Context: an optimization exercise on an open-source flow, tuned for small area, a short achievable clock period and few clock cycles per item. The choices shown serve that exercise and are no tape-out recipe. Function was checked by simulation only, so behaviour that the tests miss may differ from the original.

## flow/design.v (module list and top-level ports; edited modules follow where they fit)
// module gnn_fa: 3 lines
// module gnn_ha: 3 lines
// module top: 12951 lines
module top ( x0_node0, x1_node0, x2_node0, x3_node0,
x0_node1, x1_node1, x2_node1, x3_node1,
x0_node2, x1_node2, x2_node2, x3_node2,
x0_node3, x1_node3, x2_node3, x3_node3,
w04, w14, w24, w34,
w05, w15, w25, w35,
w06, w16, w26, w36,
w07, w17, w27, w37,
w48, w58, w68, w78,
w49, w59, w69, w79,
out0_node0, out1_node0,
out0_node1, out1_node1,
out0_node2, out1_node2,
out0_node3, out1_node3,
in_ready,
out10_ready_node0, out11_ready_node0,
out10_ready_node1, out11_ready_node1,
out10_ready_node2, out11_ready_node2,
out10_ready_node3, out11_ready_node3,
clk);
  // ...
==> flow/run.sh <==
#!/bin/bash
# synth_recipe.tcl (not shown) runs the flow's synth.tcl, then flattens the netlist and writes it again
# the make line also repeats each setting of config.mk as NAME=value (left out here)
make -C /OpenROAD-flow-scripts/flow DESIGN_CONFIG=/design/flow/config.mk WORK_HOME=/design/flow/orfs CLKGATE_MAP_FILE= SYNTH_SCRIPT=/design/flow/synth_recipe.tcl finish
==> flow/config.mk <==
export PLATFORM = sky130hd
export DESIGN_NAME = top
export DESIGN_NICKNAME = top
export VERILOG_FILES = /design/flow/design.v
export SDC_FILE = /design/flow/constraint.sdc
export NUM_CORES = 4
export LEC_CHECK = 0
export CAP_MARGIN = 20
export CORE_MARGIN = 2
export CORE_UTILIZATION = 45
export PLACE_DENSITY = 0.6
export SETUP_SLACK_MARGIN = 0.5
export SLEW_MARGIN = 20
export SYNTH_HIERARCHICAL = 1
export SYNTH_MINIMUM_KEEP_SIZE = 0
==> flow/constraint.sdc <==
create_clock -name core_clock -period 15.0 [get_ports {clk}]
set_input_delay 3.0000 -clock core_clock [delete_from_list [all_inputs] [get_ports {clk}]]
set_output_delay 3.0000 -clock core_clock [all_outputs]
set_load 0.01 [all_outputs]
==> impl_metrics.py, run 1 <==
metrics = {
    "sta": {
        "tightest_slew_ps": 1220,
        "hold_slack_ps": 2910,
        "final-hold-violation-count": 0,
        "finalCritPeriodShare_pct": 88.4,
    },
    "min_path": {
        "min_from": "in_ready",
    },
    "placed_design": {
        "place_congestion": 0.999,
        "place_area_sq_um": 117000,
        "hpwlAfterDp_um": 320000,
    },
    "worst_setup_path": {
        "crit_path_cell_trace": "buf_4 -> nand2_1 -> fa_1 -> fa_1 -> fa_1 -> fa_1 -> fa_1 -> fa_1 -> fa_1 -> fa_1 -> fa_1 -> fa_1 -> inv_1 -> ha_1 -> nand4b_1 -> o211ai_1 -> a21oi_1 -> o21ai_0 -> a2bb2oi_1 -> xnor2_1 -> clkdlybuf4s50_1",
        "end_kind": "primary output",
        "arrival_ps": 10250,
    },
    "status": {
        "outcome": "no timing/DRC/antenna violations",
    },
    "cts": {
        "clock-root-buffer": "clkbuf_16",
        "ctsResizeCount": 0,
    },
    "layout": {
        "multiInputGateArea_sq_um": 98700,
        "multi_input_gates": 8333,
        "design.seq.count": 232,
        "final_cell_mix": "fa_1, nand2_1, and2_1, inv_1, clkdlybuf4s50_1",
        "stdcell_area_sq_um": 118000,
        "antenna_cells": 17,
        "ff_latch_area_sq_um": 6970,
        "largest_cell_class": "multi-input combinational cells",
    },
    "global_route": {
        "busiest_layer": "met2",
        "track_usage_pct": 33.5,
        "grt_max_degree": 84,
        "grt_pass1_vias": 88700,
        "grt_overflow": 0,
        "grt_pass1_wl_um": 606000,
    },
    "floorplanning": {
        "start_util_pct": 45.3,
        "die_area_sq_um": 252000,
    },
    "synthesis": {
        "netlist_area_sq_um": 112000,
        "synth_seq_cells": 232,
        "synth_area_leaders": "fa_1, nand2_1, edfxtp_1, and2_1, ha_1",
        "synth_cell_types": 70,
        "yosys.area_share.adder_pct": 69.7,
        "synth.most_common_cell": "fa_1",
    },
    "routing": {
        "wl_met1_um": 149000,
    },
}
Testbench counts, summed over its fixed seeds: cycles 4,800, items 4,800.
==> run 2: changes to the inputs <==
--- a/flow/config.mk
+++ b/flow/config.mk
@@ -11,3 +11,3 @@
 export PLACE_DENSITY = 0.6
-export SETUP_SLACK_MARGIN = 0.5
+export SETUP_SLACK_MARGIN = 4
 export SLEW_MARGIN = 20
==> impl_metrics.py, run 2 <==
metrics = {
    "layout": {
        "drive_gt1_share_pct": 21.4,
        "layout.nets": 14800,
        "fin_cells": 13900,
        "nFillCells": 20500,
        "area_delta_synth_final_pct": 21.5,
        "final_cell_mix": "fa_1, nand2_1, and2_1, fa_2, inv_1",
        "layout_commonest_cell": "fa_1",
    },
    "synthesis": {
        "synth_top_family_by_area": "adder cells",
        "synth.largest_area_cell": "fa_1",
        "yosysTopAreaCellShare_pct": 66.4,
        "synth_seq_cells": 232,
        "synth-edff-count": 232,
        "synth_mux_area_share_pct": 0.0538,
        "async_flop_share_pct": 0,
        "netlist_area_sq_um": 112000,
        "yosys.area_share.adder_pct": 69.7,
        "synth_ff_type": "edfxtp_1",
        "synth_area_per_cell_sq_um": 11.2,
        "ys_seq_area_share_pct": 6.24,
        "synth_top_cells_by_count": "fa_1, nand2_1, and2_1, clkbuf_1, inv_1",
        "syn_inst": 10000,
        "synth_simple_gate_area_share_pct": 16.2,
        "synth_cell_types": 70,
        "ys_warn_count": 7,
        "synth_compound_gate_area_share_pct": 1.44,
        "synth_area_leaders": "fa_1, nand2_1, edfxtp_1, and2_1, ha_1",
        "synth.most_common_cell": "fa_1",
        "yosys.area_share.xor_xnor_pct": 0.957,
    },
    "routing": {
        "firstDrtPassIters": 7,
        "wl_per_cell_um": 34.5,
        "drt_wl_total_um": 481000,
        "via_per_inst": 6.05,
        "route.detailed.drc": 0,
        "ant_nets": 0,
        "drtIter0Drc": 10400,
        "dr_total_vias": 84300,
    },
    "floorplanning": {
        "start_util_pct": 45.3,
        "die_x_um": 502,
        "rows": 182,
        "core-area_sq_um": 246000,
        "fp.dieH_um": 502,
        "die_area_sq_um": 252000,
        "boundaryPins": 378,
    },
    "sta": {
        "finalSetupViolations": 0,
        "tightest_slew_ps": 1050,
        "setup_slack_ps": 3580,
        "period_needed_ps": 11420,
        "slew_headroom_pct": 29.7,
        "rsz0062_at_grt": "true",
        "maxSlewViolCount": 0,
        "final-hold-violation-count": 0,
        "finalCritPeriodShare_pct": 76.2,
        "fin_tns_setup_ps": 0,
        "max_freq_ghz": 0.0875,
    },
    "placed_design": {
        "hpwlAfterDp_um": 320000,
        "io_buffers": 369,
        "place_congestion": 0.999,
        "place_ws_ps": 2420,
        "dpl.cell_count": 13000,
    },
    "worst_setup_path": {
        "worstPathRequired_ps": 12000,
        "arrival_ps": 8420,
        "end_kind": "primary output",
        "crit_fanout": 11,
        "critical_path_class": "reg -> out",
        "cp-start-kind": "register",
    },
    "global_route": {
        "antenna_found_initial": 45,
        "track_usage_pct": 38.2,
        "grt_overflow": 0,
        "grt_pass1_vias": 94600,
        "grt_pass1_wl_um": 679000,
        "grt_max_degree": 84,
    },
    "min_path": {
        "hold_class": "in -> reg",
    },
    "cts": {
        "cts_tree": "yes",
        "htreeDepth": 1,
        "postCtsHoldBufs": 0,
        "clock-root-buffer": "clkbuf_16",
        "clock_path_buffers": 3,
        "clkSinkCount": 232,
        "clk_pin_slew_ps": 70,
        "cts_made_buffers": 25,
    },
    "status": {
        "outcome": "no timing/DRC/antenna violations",
    },
    "run": {
        "timing.max_cap.violations": 0,
    },
}
[run 2: cell counts after synthesis]
Identical to the previous run, type by type.
[run 2: area by class of cell]
| class | count | area (sq um) | share of cell area [%] |
|---|---|---|---|
| clock buffers | 26 | 629 | 0.464 |
| flip-flops and latches | 232 | 6970 | 5.13 |
| repair buffers | 1443 | 19300 | 14.2 |
| clock inverters | 20 | 233 | 0.172 |
| diodes | 32 | 80.1 | 0.0590 |
| inverters | 534 | 2010 | 1.48 |
| multi-input cells | 8333 | 102000 | 75.4 |
| well taps | 3312 | 4140 | 3.05 |
[run 2: worst paths after layout]
kind / endpoint / cells after the start / startpoint
min: w48_r[3]$_DFFE_PP_ / 1 / in_ready
max: out1_node0[17] / 25 / w49_r[2]$_DFFE_PP_
[run 2: repair_timing]
| action | CTS | global route |
|---|---|---|
| gates cloned | 139 | 20 |
| setup endpoints to repair | 307 | 298 |
| setup buffers | 624 | 115 |
| resized for setup | 1842 | 632 |
| hold endpoints to repair | 0 | 0 |
| pin swaps | 364 | 291 |
[run 2: routing by layer]
layer	part of all wire [%]	GRT usage [%]	vias up
met4	11	29.9	26
met1	33	46.6	44100
met3	15	15.9	1972
met5	0.064	0.0772	-
li1	-	-	31000
met2	41	53.6	7247
[run 2: cells by family (layout without fill, tap and decap cells)]
family	after synthesis	in the layout
AOI/OAI and AO/OA	241	241
muxes	6	6
buffers and inverters	1442	2023
xor gates and xnor gates	122	122
DFF	232	232
adders and majority gates	4000	4000
and+or+nand+nor	3956	3956
other	1	40
[run 2: metrics by stage]
stage	util [%]	hold slack (ps)	cell area (sq um)
after floorplan	-	3100	112000
after global placement	47.4	3560	117000
after global routing	55.0	2920	136000
final	55.1	2900	136000
after CTS	54.0	2910	133000
after detailed placement	47.4	3560	117000
[run 2: Yosys stat by module (local to each module, per instance)]
module  cell area (sq um)  times used  flops+latches  cells inside
gnn_fa               20.0        3704              0             1
gnn_ha               12.5          48              0             1
top                 36900           1            232          6248
[run 2: critical path, stage by stage, from the launching register on]
cell	delay, ps
edfxtp_1	420
buf_4	160
buf_6	150
buf_16	160
buf_4	170
nand2_1	80
fa_1	420
fa_1	420
fa_1	510
fa_2	370
fa_2	360
fa_1	480
fa_2	410
fa_1	490
fa_2	390
fa_1	480
fa_2	360
fa_2	350
fa_2	480
nor2_2	170
and2_4	200
nor3_1	60
a31oi_1	180
o21ai_1	100
a311o_1	280
clkbuf_2	130
==> run 3: changes to the inputs <==
--- a/flow/config.mk
+++ b/flow/config.mk
@@ -11,3 +11,3 @@
 export PLACE_DENSITY = 0.6
-export SETUP_SLACK_MARGIN = 4
+export SETUP_SLACK_MARGIN = 2.5
 export SLEW_MARGIN = 20
==> impl_metrics.py, run 3 <==
metrics = {
    "placed_design": {
        "hpwlAfterDp_um": 320000,
        "place_congestion": 0.999,
        "io_buffers": 369,
    },
    "synthesis": {
        "synth_top_cells_by_count": "fa_1, nand2_1, and2_1, clkbuf_1, inv_1",
        "syn_inst": 10000,
        "synth.largest_area_cell": "fa_1",
        "netlist_area_sq_um": 112000,
        "yosysTopAreaCellShare_pct": 66.4,
        "synth_area_per_cell_sq_um": 11.2,
        "ys_seq_area_share_pct": 6.24,
        "synth.most_common_cell": "fa_1",
        "synth_cell_types": 70,
        "synth-edff-count": 232,
        "synth_seq_cells": 232,
        "async_flop_share_pct": 0,
        "synth_area_leaders": "fa_1, nand2_1, edfxtp_1, and2_1, ha_1",
        "synth_ff_type": "edfxtp_1",
        "ys_warn_count": 7,
    },
    "global_route": {
        "grt_max_degree": 84,
        "grt_pass1_vias": 89400,
        "grt_pass1_wl_um": 609000,
        "grt_overflow": 0,
        "track_usage_pct": 33.6,
        "antenna_found_initial": 37,
    },
    "layout": {
        "nFillCells": 21900,
        "layout_commonest_cell": "fa_1",
        "utilization_pct": 49.5,
        "layout.nets": 14200,
        "area_delta_synth_final_pct": 9.29,
        "drive_gt1_share_pct": 5.77,
        "final_cell_mix": "fa_1, nand2_1, and2_1, inv_1, clkdlybuf4s50_1",
    },
    "min_path": {
        "hold_end": "w48_r[3]$_DFFE_PP_",
        "holdPathStages": 1,
        "hold_class": "in -> reg",
        "min_from": "in_ready",
    },
    "worst_setup_path": {
        "cp_top_family": "adder cells",
        "end_kind": "primary output",
        "cp-start-kind": "register",
        "crit_path_cell_trace": "nand2_1 -> fa_1 -> fa_1 -> fa_1 -> fa_1 -> fa_1 -> fa_1 -> fa_1 -> fa_1 -> fa_1 -> fa_1 -> fa_1 -> fa_1 -> fa_1 -> nor2_1 -> nand3_1 -> a41o_1 -> a21oi_1 -> xor2_1 -> clkdlybuf4s50_1",
        "crit_slowest_cell": "edfxtp_1",
        "arrival_ps": 9330,
        "crit_fanout": 10,
        "slowest_delay_ps": 980,
        "critical_path_class": "reg -> out",
        "worstPathRequired_ps": 12000,
        "cp_num_buf_inv": 1,
        "worst_path_most_repeated_cell": "fa_1",
    },
    "routing": {
        "drtIter0Drc": 8623,
        "firstDrtPassIters": 8,
        "via_per_inst": 5.88,
        "route.detailed.drc": 0,
        "ant_nets": 0,
        "wl_per_cell_um": 31.1,
        "drt_wl_total_um": 414000,
        "dr_total_vias": 78300,
    },
    "cts": {
        "htreeDepth": 1,
        "clkSinkCount": 232,
        "clock_path_buffers": 3,
        "cts_made_buffers": 25,
        "clk_pin_slew_ps": 70,
        "clock-root-buffer": "clkbuf_16",
        "cts_tree": "yes",
    },
    "sta": {
        "slew_headroom_pct": 18.6,
        "max_freq_ghz": 0.0811,
        "finalCritPeriodShare_pct": 82.2,
        "final-hold-violation-count": 0,
        "fin_tns_setup_ps": 0,
        "finalSetupViolations": 0,
        "maxSlewViolCount": 0,
        "tightest_slew_ps": 1220,
        "rsz0062_at_grt": "false",
        "period_needed_ps": 12330,
    },
    "floorplanning": {
        "boundaryPins": 378,
        "fp.dieH_um": 502,
        "core-area_sq_um": 246000,
        "start_util_pct": 45.3,
        "rows": 182,
        "die_area_sq_um": 252000,
        "die_x_um": 502,
    },
    "run": {
        "timing.max_cap.violations": 0,
    },
    "status": {
        "outcome": "no timing/DRC/antenna violations",
    },
}
[run 3: worst max-delay path by stage]
stage,depth (start not counted),endpoint,start,slack [ps]
final,20,out1_node3[19],h_n2_j3[5]$_DFFE_PP_,2670
after global routing,20,out1_node3[19],h_n2_j3[5]$_DFFE_PP_,2490
after CTS,22,out0_node1[19],w58_r[2]$_DFFE_PP_,2500
after detailed placement,25,h_n2_j0[0]$_DFFE_PP_,x1_node3[0],2420
after global placement,25,h_n2_j0[11]$_DFFE_PP_,x0_node3[0],2450
after floorplan,26,h_n0_j0[0]$_DFFE_PP_,w04[0],4060
[run 3: repair_timing]
action | in CTS | in global routing
hold buffers | 0 | 0
endpoints found under the setup margin | 57 | 45
gates resized for setup | 35 | 78
buffers inserted | 110 | 185
[run 3: modules after synthesis, one instance, submodules excluded]
module	flops+latches	cell area (sq um)	cells
gnn_ha	0	12.5	1
top	232	36900	6248
gnn_fa	0	20.0	1
[run 3: area by class of cell]
class / count / area, sq um / share of cell area [%]
diodes: 24 / 60.1 / 0.0492
clock buffers: 26 / 629 / 0.516
clock inverters: 20 / 233 / 0.191
inverters: 534 / 2000 / 1.64
multi-input cells: 8333 / 98700 / 80.9
flip-flops and latches: 232 / 6970 / 5.71
well taps: 3312 / 4140 / 3.40
repair buffers: 840 / 9270 / 7.60
[run 3: per-stage QoR]
| stage | hold slack (ps) | instances | area (sq um) | setup slack, ps |
|---|---|---|---|---|
| after global placement | 3560 | 13000 | 117000 | 2450 |
| final | 2900 | 13300 | 122000 | 2670 |
| after global routing | 2930 | 13300 | 122000 | 2490 |
| after CTS | 2910 | 13100 | 119000 | 2500 |
| after detailed placement | 3560 | 13000 | 117000 | 2420 |
| after floorplan | 3100 | 10000 | 112000 | 4060 |
[run 3: layer usage]
metal / GRT usage, % / wire (um)
met1: 43.4 / 150000
met2: 48.7 / 175000
met3: 11.8 / 55400
met4: 20.5 / 33000
met5: 0 / 285
[run 3: kinds of logic after synthesis]
kind of cell	after synthesis	synth area share (%)
AO/OA/AOI/OAI	241	1.44
XOR/XNOR	122	0.957
adder cells (fa/ha/maj)	4000	69.7
buffers and inverters	1442	5.44
flip-flops	232	6.24
multiplexers	6	0.0538
other	1	0.00336
AND/OR/NAND/NOR	3956	16.2
==> run 4: changes to the inputs <==
==> flow/flow/run.sh (new file) <==
#!/bin/bash
# The standard layout (the standard.sh, standard synthesis unchanged), with the port
# buffers that placement inserts made plain buf_4 cells instead of the default
# delay buffer (clkdlybuf4s50_1). Every port still gets its own buffer.
set -euo pipefail
bash standard.sh 'BUFFER_PORTS_ARGS=-buffer_cell sky130_fd_sc_hd__buf_4' finish > make_finish.log 2>&1
==> flow/standard.sh (new file) <==
#!/bin/bash
# synth_recipe.tcl (not shown) runs the flow's synth.tcl, then flattens the netlist and writes it again
# the make line also repeats each setting of config.mk as NAME=value (left out here)
make -C /OpenROAD-flow-scripts/flow DESIGN_CONFIG=/design/flow/config.mk WORK_HOME=/design/flow/orfs CLKGATE_MAP_FILE= SYNTH_SCRIPT=/design/flow/synth_recipe.tcl "${@:-finish}"
removed: flow/run.sh
==> impl_metrics.py, run 4 <==
metrics = {
    "synthesis": {
        "synth-edff-count": 232,
        "synth_simple_gate_area_share_pct": 16.2,
        "synth_top_cells_by_count": "fa_1, nand2_1, and2_1, clkbuf_1, inv_1",
        "ys_warn_count": 7,
        "ys_seq_area_share_pct": 6.24,
        "synth_ff_type": "edfxtp_1",
        "synth.most_common_cell": "fa_1",
        "syn_inst": 10000,
        "synth_compound_gate_area_share_pct": 1.44,
        "async_flop_share_pct": 0,
        "yosysTopAreaCellShare_pct": 66.4,
        "synth_mux_area_share_pct": 0.0538,
        "yosys.area_share.xor_xnor_pct": 0.957,
        "synth.largest_area_cell": "fa_1",
        "synth_top_family_by_area": "adder cells",
        "synth_area_leaders": "fa_1, nand2_1, edfxtp_1, and2_1, ha_1",
        "synth_cell_types": 70,
        "synth_seq_cells": 232,
        "yosys.area_share.adder_pct": 69.7,
        "netlist_area_sq_um": 112000,
        "synth_area_per_cell_sq_um": 11.2,
    },
    "routing": {
        "firstDrtPassIters": 6,
        "drtIter0Drc": 8319,
        "drt_wl_total_um": 416000,
        "wl_per_cell_um": 32.2,
        "via_per_inst": 5.94,
        "dr_total_vias": 76800,
        "ant_nets": 0,
        "route.detailed.drc": 0,
    },
    "sta": {
        "finalCritPeriodShare_pct": 82.5,
        "period_needed_ps": 12370,
        "final-hold-violation-count": 0,
        "slew_headroom_pct": 17.6,
        "setup_slack_ps": 2630,
        "hold_slack_ps": 2540,
        "rsz0062_at_grt": "false",
        "max_freq_ghz": 0.0808,
        "tightest_slew_ps": 1240,
        "finalSetupViolations": 0,
        "fin_tns_setup_ps": 0,
        "maxSlewViolCount": 0,
    },
    "global_route": {
        "grt_pass1_vias": 88100,
        "grt_overflow": 0,
        "grt_pass1_wl_um": 611000,
        "track_usage_pct": 34.0,
        "grt_max_degree": 152,
        "antenna_found_initial": 45,
    },
    "placed_design": {
        "place_congestion": 0.989,
        "io_buffers": 369,
        "dpl.cell_count": 12800,
        "hpwlAfterDp_um": 320000,
        "place_ws_ps": 2890,
    },
    "floorplanning": {
        "die_x_um": 502,
        "core-area_sq_um": 246000,
        "rows": 182,
        "boundaryPins": 378,
        "die_area_sq_um": 252000,
        "start_util_pct": 45.3,
        "fp.dieH_um": 502,
    },
    "layout": {
        "area_delta_synth_final_pct": 4.20,
        "final_cell_mix": "fa_1, nand2_1, and2_1, inv_1, buf_4",
        "drive_gt1_share_pct": 5.36,
        "ff_latch_area_sq_um": 6970,
        "multiInputGateArea_sq_um": 98700,
        "layout_commonest_cell": "fa_1",
        "utilization_pct": 47.2,
        "layout.nets": 13800,
        "nFillCells": 22500,
        "fin_cells": 12900,
    },
    "cts": {
        "clock_path_buffers": 3,
        "clkSinkCount": 232,
        "htreeDepth": 1,
        "cts_tree": "yes",
        "clock-root-buffer": "clkbuf_16",
        "postCtsHoldBufs": 0,
        "clk_pin_slew_ps": 70,
        "cts_made_buffers": 26,
    },
    "worst_setup_path": {
        "crit_fanout": 10,
        "end_kind": "primary output",
        "worstPathRequired_ps": 12000,
        "arrival_ps": 9370,
        "cp-start-kind": "register",
        "critical_path_class": "reg -> out",
    },
    "run": {
        "timing.max_cap.violations": 0,
    },
    "status": {
        "outcome": "no timing/DRC/antenna violations",
    },
    "min_path": {
        "hold_class": "in -> reg",
    },
}
==> run 4: cell counts after synthesis <==
Identical to the previous run, type by type.
==> run 4: through the flow <==
step | area, sq um
floorplan | 112000
global placement | 115000
detailed placement | 115000
CTS | 116000
global route | 116000
finish | 116000
==> run 4: worst paths after layout <==
check,startpoint,depth (start not counted),to,slack [ps]
worst max-delay path,h_n1_j0[7]$_DFFE_PP_,20,out1_node0[18],2630
worst min-delay path,w68[0],1,w68_r[0]$_DFFE_PP_,2540
==> run 4: repair_timing <==
item | CTS | global route
endpoints found under the setup margin | 23 | 23
pin swaps | 0 | 0
gates resized for setup | 3 | 19
setup buffers | 2 | 30
==> run 4: routing by layer <==
layer  vias to the layer above  share of wire, %  global-route usage, %
met3                      1136                13                   11.1
met2                      5642                42                   48.9
met1                     41100                37                   44.6
met5                         -             0.080                      0
met4                        52               8.0                   20.9
li1                      28900                 -                      -
==> run 4: cells by family after synthesis <==
family                   after synthesis
flip-flops                           232
multiplexers                           6
AO/OA/AOI/OAI                        241
adder cells (fa/ha/maj)             4000
buffers and inverters               1442
other                                  1
AND/OR/NAND/NOR                     3956
XOR/XNOR                             122
==> run 4: cell type report <==
| type | count | share of cell area (%) |
|---|---|---|
| Antenna cell | 29 | 0.0624 |
| Inverter | 534 | 1.72 |
| Timing Repair Buffer | 448 | 3.14 |
| Clock buffer | 28 | 0.566 |
| Sequential cell | 232 | 5.99 |
| Clock inverter | 20 | 0.175 |
| Multi-Input combinational cell | 8333 | 84.8 |
| Tap cell | 3312 | 3.56 |
==> run 4: worst max-delay path: stages (launching register included) <==
cell       delay [ps]
edfxtp_1         1060
nand2_1           190
fa_1              560
fa_1              590
fa_1              450
fa_1              410
fa_1              510
fa_1              610
fa_1              470
fa_1              450
fa_1              470
fa_1              490
inv_1              70
ha_1              370
nand4b_1          200
o211ai_1          500
a21oi_1           270
o21ai_1           460
a2bb2oi_1         310
xnor2_1           160
buf_4             150
==> run 4: Yosys stat by module, one instance, submodules excluded <==
module	flops+latches	cell area, sq um	copies in the design	cells
top	232	36900	1	6248
gnn_ha	0	12.5	48	1
gnn_fa	0	20.0	3704	1
==> run 5: changes to the inputs <==
--- a/flow/config.mk
+++ b/flow/config.mk
@@ -11,3 +11,3 @@
 export PLACE_DENSITY = 0.6
-export SETUP_SLACK_MARGIN = 2.5
+export SETUP_SLACK_MARGIN = 3.5
 export SLEW_MARGIN = 20
==> impl_metrics.py, run 5 <==
metrics = {
    "layout": {
        "fin_cells": 13400,
        "layout.nets": 14300,
        "utilization_pct": 50.7,
        "drive_gt1_share_pct": 13.6,
        "stdcell_area_sq_um": 125000,
        "area_delta_synth_final_pct": 12.0,
        "layout_commonest_cell": "fa_1",
        "final_cell_mix": "fa_1, nand2_1, and2_1, buf_4, inv_1",
    },
    "placed_design": {
        "dpl.cell_count": 12800,
        "place_area_sq_um": 115000,
        "place_congestion": 0.989,
        "io_buffers": 369,
        "hpwlAfterDp_um": 320000,
        "place_ws_ps": 2890,
    },
    "status": {
        "outcome": "no timing/DRC/antenna violations",
    },
    "sta": {
        "finalCritPeriodShare_pct": 76.5,
        "finalSetupViolations": 0,
        "final-hold-violation-count": 0,
        "maxSlewViolCount": 0,
        "rsz0062_at_grt": "true",
        "fin_tns_setup_ps": 0,
        "setup_slack_ps": 3530,
        "slew_headroom_pct": 24.9,
        "period_needed_ps": 11470,
        "tightest_slew_ps": 1130,
        "max_freq_ghz": 0.0872,
    },
    "cts": {
        "clkSinkCount": 232,
        "clock-root-buffer": "clkbuf_16",
        "cts_made_buffers": 26,
        "clk_pin_slew_ps": 70,
        "postCtsHoldBufs": 0,
        "htreeDepth": 1,
        "cts_tree": "yes",
        "clock_path_buffers": 3,
    },
    "routing": {
        "dr_wl_met2_um": 181000,
        "firstDrtPassIters": 6,
        "drt_wl_total_um": 442000,
        "wl_per_cell_um": 33.0,
        "route.detailed.drc": 0,
        "wl_met1_um": 156000,
        "via_per_inst": 5.97,
        "dr_total_vias": 80100,
        "ant_nets": 0,
        "wl_met3_um": 64400,
        "drtIter0Drc": 9302,
        "highest_layer": "met5",
    },
    "synthesis": {
        "synth_ff_type": "edfxtp_1",
        "synth_seq_cells": 232,
        "syn_inst": 10000,
        "async_flop_share_pct": 0,
        "synth.largest_area_cell": "fa_1",
        "synth_cell_types": 70,
        "synth-edff-count": 232,
        "synth_area_per_cell_sq_um": 11.2,
        "ys_seq_area_share_pct": 6.24,
        "yosysTopAreaCellShare_pct": 66.4,
        "synth_top_cells_by_count": "fa_1, nand2_1, and2_1, clkbuf_1, inv_1",
        "synth_area_leaders": "fa_1, nand2_1, edfxtp_1, and2_1, ha_1",
        "ys_warn_count": 7,
        "netlist_area_sq_um": 112000,
        "synth.most_common_cell": "fa_1",
    },
    "worst_setup_path": {
        "critical_path_class": "reg -> out",
        "worst_path_most_repeated_cell": "fa_1",
        "cp-start-kind": "register",
        "cp_top_family": "adder cells",
        "arrival_ps": 8470,
        "slowest_delay_ps": 660,
        "worstPathRequired_ps": 12000,
        "crit_slowest_cell": "or4b_2",
        "crit_fanout": 17,
        "end_kind": "primary output",
        "crit_path_cell_trace": "buf_12 -> buf_4 -> bufbuf_16 -> and2_1 -> fa_1 -> fa_2 -> fa_1 -> fa_1 -> fa_1 -> fa_2 -> fa_1 -> fa_2 -> fa_1 -> fa_2 -> fa_2 -> fa_1 -> inv_2 -> ha_4 -> or4b_2 -> o211ai_1 -> nor3_2 -> buf_4",
        "cp_num_buf_inv": 5,
    },
    "global_route": {
        "grt_pass1_wl_um": 636000,
        "grt_overflow": 0,
        "grt_max_degree": 152,
        "track_usage_pct": 35.5,
        "grt_pass1_vias": 90700,
        "antenna_found_initial": 45,
    },
    "floorplanning": {
        "core-area_sq_um": 246000,
        "die_area_sq_um": 252000,
        "rows": 182,
        "die_x_um": 502,
        "boundaryPins": 378,
        "fp.dieH_um": 502,
        "start_util_pct": 45.3,
    },
    "run": {
        "timing.max_cap.violations": 0,
    },
    "min_path": {
        "hold_class": "in -> reg",
    },
}
run 5: through the flow:
| stage | hold WS (ps) |
|---|---|
| after floorplan | 3100 |
| after global placement | 3180 |
| after detailed placement | 3180 |
| after CTS | 2520 |
| after global routing | 2520 |
| final | 2520 |
run 5: per-layer routing:
| layer | global-route usage [%] | vias to the layer above |
|---|---|---|
| met5 | 0 | - |
| met4 | 23.8 | 60 |
| met3 | 12.8 | 1468 |
| met2 | 50.4 | 6218 |
| met1 | 45.6 | 42500 |
| li1 | - | 29800 |
run 5: layout make-up:
cell class	instances	area [sq um]
timing repair buffer	934	10900
clock inverter	20	204
antenna	16	40.0
inverter	534	2000
multi-input combinational	8333	100000
sequential	232	6970
fill	21700	121000
clock buffer	28	658
tap	3312	4140
run 5: repair_timing:
| action | CTS | global route |
|---|---|---|
| resized for setup | 287 | 300 |
| setup endpoints to repair | 91 | 65 |
| cloned | 29 | 17 |
| buffers inserted | 397 | 75 |
| pin swaps | 57 | 146 |
run 5: per-module statistics from Yosys (local to each module, per instance):
module | cell area [sq um] | flops+latches | cells inside | times used
top | 36900 | 232 | 6248 | 1
gnn_fa | 20.0 | 0 | 1 | 3704
gnn_ha | 12.5 | 0 | 1 | 48
run 5: path summary, 6_finish.rpt:
path	start	endpoint	slack, ps	depth (start not counted)
worst min-delay path	w68[0]	w68_r[0]$_DFFE_PP_	2520	1
worst max-delay path	w59_r[4]$_DFFE_PP_	out1_node2[18]	3530	22
run 5: logic make-up (layout without fill, tap and decap cells):
logic type / Yosys count / count (layout) / share of synthesized area [%]
flops: 232 / 232 / 6.24
compound gates: 241 / 241 / 1.44
simple gates: 3956 / 3956 / 16.2
xor+xnor: 122 / 122 / 0.957
fa+ha+maj: 4000 / 4000 / 69.7
other cells: 1 / 24 / 0.00336
mux: 6 / 6 / 0.0538
buf+inv: 1442 / 1516 / 5.44
==> run 6: changes to the inputs <==
--- a/flow/config.mk
+++ b/flow/config.mk
@@ -9,4 +9,4 @@
 export CORE_MARGIN = 2
-export CORE_UTILIZATION = 45
-export PLACE_DENSITY = 0.6
+export CORE_UTILIZATION = 60
+export PLACE_DENSITY = 0.7
 export SETUP_SLACK_MARGIN = 3.5
==> impl_metrics.py, run 6 <==
metrics = {
    "status": {
        "outcome": "no timing/DRC/antenna violations",
    },
    "layout": {
        "area_delta_synth_final_pct": 10.0,
        "fin_cells": 12600,
        "stdcell_area_sq_um": 123000,
        "final_cell_mix": "fa_1, nand2_1, and2_1, buf_4, inv_1",
        "drive_gt1_share_pct": 13.3,
        "layout.nets": 14200,
        "layout_commonest_cell": "fa_1",
    },
    "synthesis": {
        "synth_simple_gate_area_share_pct": 16.2,
        "synth_compound_gate_area_share_pct": 1.44,
        "synth_top_cells_by_count": "fa_1, nand2_1, and2_1, clkbuf_1, inv_1",
        "ys_seq_area_share_pct": 6.24,
        "synth.most_common_cell": "fa_1",
        "synth-edff-count": 232,
        "synth_area_leaders": "fa_1, nand2_1, edfxtp_1, and2_1, ha_1",
        "async_flop_share_pct": 0,
        "synth_ff_type": "edfxtp_1",
        "synth_area_per_cell_sq_um": 11.2,
        "ys_warn_count": 7,
        "synth_mux_area_share_pct": 0.0538,
        "yosysTopAreaCellShare_pct": 66.4,
        "synth_cell_types": 70,
        "syn_inst": 10000,
        "synth_top_family_by_area": "adder cells",
        "synth_seq_cells": 232,
        "synth.largest_area_cell": "fa_1",
        "yosys.area_share.xor_xnor_pct": 0.957,
        "yosys.area_share.adder_pct": 69.7,
        "netlist_area_sq_um": 112000,
    },
    "global_route": {
        "grt_max_degree": 111,
        "grt_overflow": 0,
        "grt_pass1_vias": 91900,
        "antenna_found_initial": 36,
        "grt_pass1_wl_um": 604000,
        "track_usage_pct": 44.4,
    },
    "sta": {
        "final-hold-violation-count": 0,
        "rsz0062_at_grt": "true",
        "slew_headroom_pct": 22.3,
        "tightest_slew_ps": 1160,
        "finalCritPeriodShare_pct": 76.6,
        "period_needed_ps": 11490,
        "maxSlewViolCount": 0,
        "finalSetupViolations": 0,
        "hold_slack_ps": 2530,
        "fin_tns_setup_ps": 0,
        "max_freq_ghz": 0.0870,
    },
    "routing": {
        "ant_nets": 0,
        "via_per_inst": 6.48,
        "drt_wl_total_um": 415000,
        "wl_per_cell_um": 33.0,
        "firstDrtPassIters": 9,
        "drtIter0Drc": 10000,
        "route.detailed.drc": 0,
        "dr_total_vias": 81500,
    },
    "worst_setup_path": {
        "critical_path_class": "reg -> out",
        "crit_fanout": 12,
        "end_kind": "primary output",
        "cp-start-kind": "register",
        "worstPathRequired_ps": 12000,
        "arrival_ps": 8490,
    },
    "min_path": {
        "hold_class": "in -> reg",
        "hold_end": "w79_r[2]$_DFFE_PP_",
        "holdPathStages": 1,
        "min_from": "w79[2]",
    },
    "floorplanning": {
        "start_util_pct": 60.3,
        "rows": 158,
        "core-area_sq_um": 185000,
        "die_x_um": 435,
        "die_area_sq_um": 190000,
        "fp.dieH_um": 435,
        "boundaryPins": 378,
    },
    "cts": {
        "cts_tree": "yes",
        "htreeDepth": 1,
        "clkSinkCount": 232,
        "clock-root-buffer": "clkbuf_16",
        "cts_made_buffers": 29,
        "clk_pin_slew_ps": 80,
        "postCtsHoldBufs": 0,
        "clock_path_buffers": 3,
    },
    "placed_design": {
        "io_buffers": 369,
        "place_congestion": 1.01,
        "hpwlAfterDp_um": 299000,
        "dpl.cell_count": 12000,
        "place_area_sq_um": 114000,
    },
    "run": {
        "timing.max_cap.violations": 0,
    },
}
run 6: cell counts after synthesis:
Identical to the previous run, type by type.
run 6: area by class of cell:
cell class                 count  area, sq um
multi-input combinational   8333       100000
clock inverter                21          185
clock buffer                  31          733
sequential                   232         6970
tap                         2480         3100
timing repair buffer         911         9820
fill                       13900        62400
antenna                       36         90.1
inverter                     534         2000
run 6: what timing repair did:
item	CTS	global route
pin swaps	74	121
hold endpoints to repair	0	0
setup endpoints to repair	86	70
resized for setup	265	288
cloned	17	19
setup buffers	367	80
run 6: layer usage:
metal,part of all wire [%],vias up,global-route usage [%]
li1,-,29800,-
met1,32,42300,54.1
met2,42,7384,64.4
met3,16,1983,17.4
met4,11,30,33.2
met5,0.050,-,0
run 6: worst max-delay path by stage:
| stage | from | end | slack [ps] |
|---|---|---|---|
| 2_1_floorplan | w04[0] | h_n0_j0[0]$_DFFE_PP_ | 4060 |
| 3_3_place_gp | w69_r[2]$_DFFE_PP_ | out1_node0[18] | 2940 |
| 3_5_place_dp | w69_r[2]$_DFFE_PP_ | out1_node0[18] | 2940 |
| 4_1_cts | w59_r[4]$_DFFE_PP_ | out1_node2[18] | 3490 |
| 5_1_grt | w59_r[4]$_DFFE_PP_ | out1_node2[18] | 3360 |
| 6_report | w49_r[0]$_DFFE_PP_ | out1_node2[17] | 3510 |
run 6: critical path, cell delays in order, from the launching register on:
cell and delay, ps:
edfxtp_1 410, buf_8 180, buf_12 210, nand2_1 100, fa_1 510, fa_2 420
fa_1 420, fa_1 550, fa_1 450, fa_2 620, fa_2 470, fa_2 410
fa_1 530, fa_1 500, inv_1 50, ha_1 310, nand4b_1 210, buf_4 150
nor2_1 50, o31a_1 290, o31a_4 330, mux2i_1 130, a2111o_1 410, buf_4 160
run 6: cell families (layout without fill, tap and decap cells):
group | count (synthesis) | after routing
DFF | 232 | 232
other | 1 | 44
and+or+nand+nor | 3956 | 3956
muxes | 6 | 6
adders and majority gates | 4000 | 4000
xor gates and xnor gates | 122 | 122
AOI/OAI and AO/OA | 241 | 241
buffers and inverters | 1442 | 1497
run 6: Yosys stat by module (local to each module, per instance):
module	cells	times used	flip-flops and latches	cell area, sq um
top	6248	1	232	36900
gnn_fa	1	3704	0	20.0
gnn_ha	1	48	0	12.5
run 6: metrics by stage:
step,setup slack [ps],util (%)
global placement,2940,61.5
CTS,3490,65.1
finish,3510,66.3
detailed placement,2940,61.5
floorplan,4060,-
global route,3360,66.3

-- static timing again, ports no longer ideal --
The results above use ideal ports. As a check the final layouts listed here were re-extracted and re-timed, cells and wires unchanged.
Step 1 sets driving cells, clkbuf_16 on the clock port and buf_2 on the other inputs (assumed; they add their load-dependent delay and slew).
Step 2 adds t to the input delays and takes it off the output delays; t is the mean of the earliest and latest rising clock arrival at the registers after step 1. Input paths then give back, and output paths get back, about the clock's delay inside the block.
a / b / c = ideal ports / drivers / drivers and shift; a / b = the first two.
run	t (ns)	setup WS [ns]	latest minus earliest clock arrival (ns)	cell pins on the clock port's net
run 1	0.697	1.746 / 1.661 / 2.358	0.028 / 0.028	1
run 2	0.702	3.575 / 3.489 / 3.420	0.029 / 0.029	1
run 3	0.696	2.671 / 2.585 / 2.343	0.017 / 0.017	1
run 4	0.698	2.626 / 2.551 / 3.024	0.023 / 0.023	1
run 5	0.718	3.528 / 3.453 / 3.082	0.026 / 0.026	1
run 6	0.703	3.507 / 3.431 / 2.988	0.028 / 0.028	1
After both steps setup and hold are still met in every run listed. For run 6, which loses most, drivers alone change the setup slack by -0.076 ns; drivers and shift together by -0.519 ns.
